This design comes from an exercise in tuning for small area, a short achievable clock period and few clock cycles on the open sky130 flow, not from production work. Where RTL was checked, it was by simulation tests only, not by an equivalence proof against the original. Power and IR drop assume default switching activity.

==> lagoon: inputs <==
## conv_pool
module conv_pool (clk, rst, in_valid, in_ready, in_w, in_x0, in_x1, in_x2, in_x3,
                  in_bias, in_last, out_valid, out_z);
   input clk;
   input rst;
   input in_valid;
   output in_ready;
   input [33:0] in_w;
   input [33:0] in_x0;
   input [33:0] in_x1;
   input [33:0] in_x2;
   input [33:0] in_x3;
   input [33:0] in_bias;
   input in_last;
   output reg out_valid;
   output [33:0] out_z;
   reg [1:0] slot;      
   reg [1:0] step;      
   reg bph;             
   reg lastr;           
   reg newvec;          
   wire adv = in_valid && (step == slot);
   reg rdy;
   assign in_ready = rdy;
   wire [1:0] slotN = slot + 2'd1;
   wire [1:0] stepN = adv ? step + 2'd1 : step;
   wire toBias = adv && (step == 2'd3) && !bph && lastr;
   wire accept = adv && (step == 2'd3) && (bph || !lastr);
   wire bphN = toBias ? 1'b1 : (accept ? 1'b0 : bph);
   wire lastrN = (adv && step == 2'd0 && !bph) ? in_last : lastr;
   always @(posedge clk) begin
      lastr <= lastrN;
      if (rst) begin
         slot <= 2'd0;
         step <= 2'd0;
         bph <= 1'b0;
         newvec <= 1'b1;
         rdy <= 1'b0;
      end else begin
         slot <= slotN;
         step <= stepN;
         bph <= bphN;
         if (accept)
            newvec <= bph;
         rdy <= (slotN == 2'd3) && (stepN == 2'd3) && (bphN || !lastrN);
      end
   end
   reg [33:0] xsel;
   always @(*) begin
      case (slot)
         2'd0: xsel = in_x0;
         2'd1: xsel = in_x1;
         2'd2: xsel = in_x2;
         default: xsel = in_x3;
      endcase
   end
   wire [33:0] xin = bph ? in_bias : xsel;
   wire [11:0] bneg, bone, btwo;
   booth_enc benc (.b({1'b1, in_w[22:0]}), .neg(bneg), .one(bone), .two(btwo));
   reg [33:0] aX;
   reg [1:0] aWexc;
   reg aWsign;
   reg [7:0] aWexp;
   reg [11:0] aNeg, aOne, aTwo;
   reg aFirst, aBias;
   always @(posedge clk) begin
      aX[31:0] <= xin[31:0];
      aX[33:32] <= adv ? xin[33:32] : 2'b00;
      aWexc <= (bph || !adv) ? 2'b01 : in_w[33:32];
      aWsign <= bph ? 1'b0 : in_w[31];
      aWexp <= bph ? 8'd127 : in_w[30:23];
      aNeg <= bph ? 12'h800 : bneg;
      aOne <= bph ? 12'd0 : bone;
      aTwo <= bph ? 12'h800 : btwo;
  ...
export LEC_CHECK = 0
export CAP_MARGIN = 70
export CORE_MARGIN = 2
export CORE_UTILIZATION = 40
export PLACE_DENSITY = 0.75
export SLEW_MARGIN = 70
create_clock -name core_clock -period 11.0 [get_ports {clk}]
run.sh (not shown) runs the stock make flow with config.mk's settings and CLKGATE_MAP_FILE= SYNTH_SCRIPT=/design/flow/synth_recipe.tcl, a recipe that flattens the netlist after the stock synthesis.
==> nickel (differences from lagoon) <==
--- a/flow/design.v
+++ b/flow/design.v
@@ -1596,24 +1596,25 @@
    output allSticky;
    wire [25:0] shifted = fracYc >> shiftLo;
    assign allSticky = sticky | |(fracYc[6:0] & ~({7{1'b1}} << shiftLo));
    wire [26:0] yOp = {1'b0, shifted} ^ {27{effSub & ~rev}};
    wire [26:0] xOp = {2'b01, fracX, 2'b00} ^ {27{effSub & rev}};
-   assign {carryLo, sumLo} = {1'b0, xOp[12:0]} + {1'b0, yOp[12:0]} + {13'd0, effSub & ~allSticky};
+   wire cin = effSub & ~allSticky;
+   wire [14:0] lo2 = {1'b0, xOp[12:0], cin} + {1'b0, yOp[12:0], cin};
+   assign {carryLo, sumLo} = lo2[14:1];
    assign sumHi0 = xOp[26:13] + yOp[26:13];
-   assign sumHi1 = xOp[26:13] + yOp[26:13] + 14'd1;
+   wire [14:0] hi2 = {xOp[26:13], 1'b1} + {yOp[26:13], 1'b1};
+   assign sumHi1 = hi2[14:1];
 endmodule
-module fpadd_step3 (sumLo, carryLo, sumHi0, sumHi1, sticky, expX, updatedExp, vc, countLo, eqdiffsign);
+module fpadd_step3 (sumLo, carryLo, sumHi0, sumHi1, sticky, vc, count, eqdiffsign);
    input [12:0] sumLo;
    input carryLo;
    input [13:0] sumHi0;
    input [13:0] sumHi1;
    input sticky;
-   input [7:0] expX;
-   output [9:0] updatedExp;
    output [27:0] vc;           
-   output [3:0] countLo;       
+   output [4:0] count;         
    output eqdiffsign;
    wire [26:0] sum = {carryLo ? sumHi1 : sumHi0, sumLo};
    wire [27:0] v = {sum, sticky};
    wire [31:0] x = {v, 4'b1111};
    wire [15:0] nz1;           
@@ -1641,26 +1642,25 @@
       for (i = 0; i < 2; i = i + 1) begin : l4
          assign nz4[i] = nz3[2*i+1] | nz3[2*i];
          assign c4[4*i+3:4*i] = nz3[2*i+1] ? {1'b0, c3[6*i+5:6*i+3]} : {1'b1, c3[6*i+2:6*i]};
       end
    endgenerate
-   wire [4:0] count = nz4[1] ? {1'b0, c4[7:4]} : {1'b1, c4[3:0]};
+   assign count = nz4[1] ? {1'b0, c4[7:4]} : {1'b1, c4[3:0]};
    assign vc = v << {count[4], 4'b0000};
-   assign countLo = count[3:0];
    assign eqdiffsign = (v == 28'd0);
-   assign updatedExp = {2'b00, expX} + 10'd1 - {5'd0, count};
 endmodule
-module fpadd_step4 (updatedExp, vc, countLo, eqdiffsign, effSub, excRt, signR, R);
-   input [9:0] updatedExp;
+module fpadd_step4 (expX, vc, count, eqdiffsign, effSub, excRt, signR, R);
+   input [7:0] expX;
    input [27:0] vc;
-   input [3:0] countLo;
+   input [4:0] count;
    input eqdiffsign;
    input effSub;
    input [1:0] excRt;
    input signR;
    output [33:0] R;
-   wire [27:0] level0 = vc << countLo;
+   wire [9:0] updatedExp = {2'b00, expX} + 10'd1 - {5'd0, count};
+   wire [27:0] level0 = vc << count[3:0];
    wire [22:0] frac = level0[26:4];
    wire stk = |level0[2:0];
    wire rnd = level0[3];
    wire lsb = level0[4];
    wire needToRound = rnd & (stk | lsb);
@@ -1818,11 +1818,13 @@
    end
    always @(posedge clk) begin
       if (rst) m1Bias <= 1'b0;
       else m1Bias <= aBias;
    end
-   wire [47:0] prod = m1S + m1C + m1T;
+   wire [47:0] rowS = m1S ^ m1C ^ m1T;
+   wire [47:0] rowC = (m1S & m1C) | (m1S & m1T) | (m1C & m1T);
+   wire [47:0] prod = rowS + {rowC[46:0], 1'b0};
    reg [25:0] m2P;
    reg m2St;
    reg [9:0] m2Exp;
    reg m2Sign;
    reg [1:0] m2Exc;
@@ -1920,32 +1922,31 @@
       s2ExpX <= s1ExpX;
       s2EffSub <= s1EffSub;
       s2SignR <= s1SignR;
       s2ExcRt <= s1ExcRt;
    end
-   wire [9:0] a3Exp;
    wire [27:0] a3Frac;
-   wire [3:0] a3Round;
+   wire [4:0] a3Count;
    wire a3Eq;
-   fpadd_step3 add3 (.sumLo(s2SumLo), .carryLo(s2CarryLo), .sumHi0(s2SumHi0), .sumHi1(s2SumHi1), .sticky(s2Sticky), .expX(s2ExpX), .updatedExp(a3Exp),
-                     .vc(a3Frac), .countLo(a3Round), .eqdiffsign(a3Eq));
-   reg [9:0] s3Exp;
+   fpadd_step3 add3 (.sumLo(s2SumLo), .carryLo(s2CarryLo), .sumHi0(s2SumHi0), .sumHi1(s2SumHi1),
+                     .sticky(s2Sticky), .vc(a3Frac), .count(a3Count), .eqdiffsign(a3Eq));
+   reg [7:0] s3ExpX;
    reg [27:0] s3Frac;
-   reg [3:0] s3Round;
+   reg [4:0] s3Count;
    reg s3Eq, s3EffSub, s3SignR, s3Bias;
    reg [1:0] s3ExcRt;
    always @(posedge clk) begin
-      s3Exp <= a3Exp;
+      s3ExpX <= s2ExpX;
       s3Frac <= a3Frac;
-      s3Round <= a3Round;
+      s3Count <= a3Count;
       s3Eq <= a3Eq;
       s3EffSub <= s2EffSub;
       s3SignR <= s2SignR;
       s3ExcRt <= s2ExcRt;
    end
    wire [33:0] a4R;
-   fpadd_step4 add4 (.updatedExp(s3Exp), .vc(s3Frac), .countLo(s3Round), .eqdiffsign(s3Eq),
+   fpadd_step4 add4 (.expX(s3ExpX), .vc(s3Frac), .count(s3Count), .eqdiffsign(s3Eq),
                      .effSub(s3EffSub), .excRt(s3ExcRt), .signR(s3SignR), .R(a4R));
    reg rBias;
    always @(posedge clk) begin
       R <= a4R;
    end
--- a/flow/config.mk
+++ b/flow/config.mk
@@ -6,7 +6,9 @@
 export NUM_CORES = 4
 export LEC_CHECK = 0
 export CAP_MARGIN = 70
 export CORE_MARGIN = 2
 export CORE_UTILIZATION = 40
+export CTS_BUF_LIST = sky130_fd_sc_hd__clkbuf_4 sky130_fd_sc_hd__clkbuf_8
+export CTS_CLUSTER_SIZE = 40
 export PLACE_DENSITY = 0.75
 export SLEW_MARGIN = 70
==> summary.txt <==
metric                                                          nickel                   lagoon
Outcome                               no timing/DRC/antenna violations  no timing/DRC/antenna violations
Maximum frequency from static timing analysis                0.246 GHz                0.238 GHz
Sequential fraction of design power                              21.9%                    22.3%
FF+latch count, synth                                              559                      560
Vias in the first global route                                  32,100                   30,700
Static power due to leakage                                    19.4 nW                  18.8 nW
Final critical-path required period                            4.06 ns                  4.21 ns
Count of cell types in the netlist                                  95                       93
Fraction of power consumed by the clock network                  11.8%                    12.8%
First element of the critical path                      m1S[2]$_DFF_P_    s1Shift[1]$_SDFF_PP1_
Avg Cell Area, Syn                                            9.50 µm²                 9.53 µm²
Hold worst-path end                                   s3EffSub$_DFF_P_         m2Exp[8]$_DFF_P_
Crit path max-delay cell type                    sky130_fd_sc_hd__fa_1  sky130_fd_sc_hd__mux4_2
Testbench counts of nickel, summed over its fixed seeds: cycles 17,796.
Function not checked in lagoon: the RTL went through the layout flow alone.

==> inputs of v20 <==
Another version of the RTL of conv_pool (not shown whole).
==> flow/config.mk <==
export PLATFORM = sky130hd
export DESIGN_NAME = conv_pool
export DESIGN_NICKNAME = conv_pool
export VERILOG_FILES = /design/flow/design.v
export SDC_FILE = /design/flow/constraint.sdc
export NUM_CORES = 4
export LEC_CHECK = 0
export CAP_MARGIN = 70
export CORE_MARGIN = 2
export CORE_UTILIZATION = 40
export PLACE_DENSITY = 0.65
export SLEW_MARGIN = 70
export BUFFER_PORTS_ARGS = -buffer_cell sky130_fd_sc_hd__buf_2
==> flow/constraint.sdc <==
create_clock -name core_clock -period 11.0 [get_ports {clk}]
set_input_delay 2.2000 -clock core_clock [delete_from_list [all_inputs] [get_ports {clk}]]
set_output_delay 2.2000 -clock core_clock [all_outputs]
set_load 0.01 [all_outputs]
standard.sh (not shown) runs the stock make flow with config.mk's settings and CLKGATE_MAP_FILE= SYNTH_SCRIPT=/design/flow/synth_recipe.tcl, a recipe that flattens the netlist after the stock synthesis.
==> flow/flow/run.sh <==
#!/bin/bash
# Layout flow: the standard flow (standard.sh), with one change: the
# buffers that buffer_ports puts on every input and output port are buf_2
# cells instead of ORFS's default pick, the delay buffer clkdlybuf4s50_1.
set -euo pipefail
echo 'export BUFFER_PORTS_ARGS = -buffer_cell sky130_fd_sc_hd__buf_2' >> config.mk
bash standard.sh > standard.log 2>&1
==> inputs of v9, as changes to v20 <==
- CAP_MARGIN: 70 -> 85
- PLACE_DENSITY: 0.65 -> 0.75
- SLEW_MARGIN: 70 -> 85
==> inputs of v34, as changes to v20 <==
- CAP_MARGIN: 70 -> 75
- PLACE_DENSITY: 0.65 -> 0.75
- SLEW_MARGIN: 70 -> 75
==> summary.txt <==
In synthesized area, v34 and v9 do not differ. Between v9 and v20, the lower non-clock buffer count is in v20 (gap 357). Setup slack: v9 < v20 < v34. Clock power is about the same in v34 and v20. Against v9, the sequential power of v34 is lower by about 2%. The lowest worst hold slack belongs to v20, the highest to v34. Register-to-register slack: v34 is higher than v20 (90 ps). In v34 the critical path depth is higher than in v20, by 2. Maximum frequency, highest first: v34, v20, v9. Routed wire length: v9 > v20 > v34.
==> figures <==
| metric | v34 | v20 | v9 |
|---|---|---|---|
| Outcome | no timing/DRC/antenna violations | no timing/DRC/antenna violations | no timing/DRC/antenna violations |
| Drt wl/cell | 19.04 um | 19.31 um | 20.61 um |
| Total track usage | 20.41% | 20.84% | 21.70% |
| Register share of total power | 23.7% | 23.9% | 20.5% |
| Number of buffers added by the clock tree synthesis step | 59 | 60 | 59 |
| Switching power share of the total | 46.62% | 46.63% | 47.08% |
| Post-layout util | 45.74% | 45.32% | 53.86% |
| WP buf/inv | 4 | 2 | 18 |
| FMAX | 257.4 MHz | 251.8 MHz | 98.45 MHz |
| WHS | 324.4 ps | 320.0 ps | 321.6 ps |
| Fraction of layout instances using a drive strength above 1 | 16.68% | 15.47% | 33.94% |
| Logic depth of the worst path, buffers included | 11 | 9 | 27 |
| Vias per inst | 5.587 | 5.497 | 5.755 |
| Global placement routability congestion | 0.9388 | 0.9031 | 0.9388 |
| Hold Startpoint | s2ExpX[6] | s2ExpX[1] | aFirst |
| Fraction of standard cell area in multi-input logic | 57.78% | 57.71% | 57.52% |
| Wire length of the first global-routing pass | 168.4 mm | 171.1 mm | 179.5 mm |
| Timing endpoint of the critical path | m1S[30] | m1S[27] | m2St |
| Total half-perimeter wirelength after legalization and detailed placement | 81.42 mm | 82.10 mm | 87.83 mm |
| Share of power burned in the clock network | 12.8% | 13.1% | 10.6% |
| Multi-input logic area | 26050 um^2 | 25780 um^2 | 30530 um^2 |
| Leakage | 19.43 nW | 19.30 nW | 21.96 nW |
Testbench counts of v20, summed over its fixed seeds: cycles 17,796.
Testbench counts of v9, summed over its fixed seeds: cycles 17,796.
Testbench counts of v34, summed over its fixed seeds: cycles 17,796.

==> inputs of exp/sierra <==
Starting RTL as in the previous note.
clock: 11.0 ns
lec_check: 0
cap_margin: 50
core_margin: 2
core_utilization: 40
place_density: 0.75
slew_margin: 50
buffer_ports_args: -buffer_cell sky130_fd_sc_hd__buf_2
Scripts as last shown in full above: flow/flow/run.sh
==> exp/zinc: changes against exp/sierra <==
Settings changed: CAP_MARGIN 50 to 70, SLEW_MARGIN 50 to 70.
==> exp/xenon: changes against exp/sierra <==
Settings changed: CAP_MARGIN 50 to 70, CORE_UTILIZATION 40 to 55, PLACE_DENSITY 0.75 to 0.85, SLEW_MARGIN 50 to 70.
==> comparison table <==
item                                                                       exp/zinc   exp/xenon  exp/sierra
Final cell area excluding filler cells                                   0.0445 mm2  0.0442 mm2  0.0439 mm2
Chip width                                                                   320 um      273 um      320 um
Latest clock arrival within the worst-skew pair                             0.64 ns     0.65 ns     0.64 ns
Part of the total power dissipated in sequential elements                     24.1%       23.2%       24.5%
Synthesis-to-finish area growth                                               11.6%       11.0%       10.1%
Outcome                                            no timing/DRC/antenna violations  no timing/DRC/antenna violations  no timing/DRC/antenna violations
Met1 Wirelength                                                            44300 um    41500 um    44800 um
Multi-input gate share of total cell area                                     58.0%       58.4%       58.1%
F_max                                                                     0.252 GHz   0.244 GHz   0.223 GHz
Shortest period the worst path allows                                       3.97 ns     4.09 ns     4.48 ns
GRT met3 Usage                                                                4.67%       5.98%       3.88%
Weighted congestion reported at the end of routability-driven placement       0.939       0.966       0.939
Critical path's slowest cell                                                dfxtp_2     dfxtp_2     dfxtp_1
Global-route wire length before repair                                    168000 um   173000 um   167000 um
Reg area                                                                 0.0118 mm2  0.0118 mm2  0.0116 mm2
Comb pwr share                                                                63.5%       64.1%       63.1%
Area occupied by multi-input gates                                       0.0258 mm2  0.0258 mm2  0.0255 mm2
Count of plain and timing-repair buffers in the layout                          286         281         269
Final Worst Setup Slack                                                     7.03 ns     6.91 ns     6.52 ns
Post-DP Area                                                             0.0423 mm2  0.0419 mm2  0.0419 mm2
Inserted Clock Buffers                                                           58          60          57
Testbench counts of exp/sierra, summed over its fixed seeds: cycles 17,796.
Testbench counts of exp/zinc, summed over its fixed seeds: cycles 17,796.
Testbench counts of exp/xenon, summed over its fixed seeds: cycles 17,796.

static timing again, ports no longer ideal:
In the flow no input, the clock included, has a driving cell. The finished layouts below were timed again as built, in two steps.
Step 1, drivers: a clkbuf_16 drives clk and a buf_2 each remaining input, both assumed.
Step 2, shift: input delay + t, output delay - t, t = (earliest + latest rising clock arrival at the registers) / 2. This alone moves slack from input paths to output paths.
Slacks: ideal / step 1 / step 2; pairs: ideal / step 1.
run | t, ns | setup slack, ns | worst data-port slew with drivers (ns)
lagoon | 0.698 | 6.792 / 6.792 / 6.792 | 0.07
nickel | 0.784 | 6.938 / 6.938 / 6.938 | 0.05
v20 | 0.699 | 7.028 / 7.028 / 7.028 | 0.06
v9 | 0.702 | 0.843 / 0.843 / 0.843 | 0.06
v34 | 0.704 | 7.115 / 7.115 / 7.115 | 0.06
exp/sierra | 0.690 | 6.515 / 6.515 / 6.515 | 0.06
exp/zinc | 0.694 | 7.035 / 7.035 / 7.035 | 0.06
exp/xenon | 0.691 | 6.906 / 6.906 / 6.906 | 0.06
After both steps setup and hold are still met in every run listed.
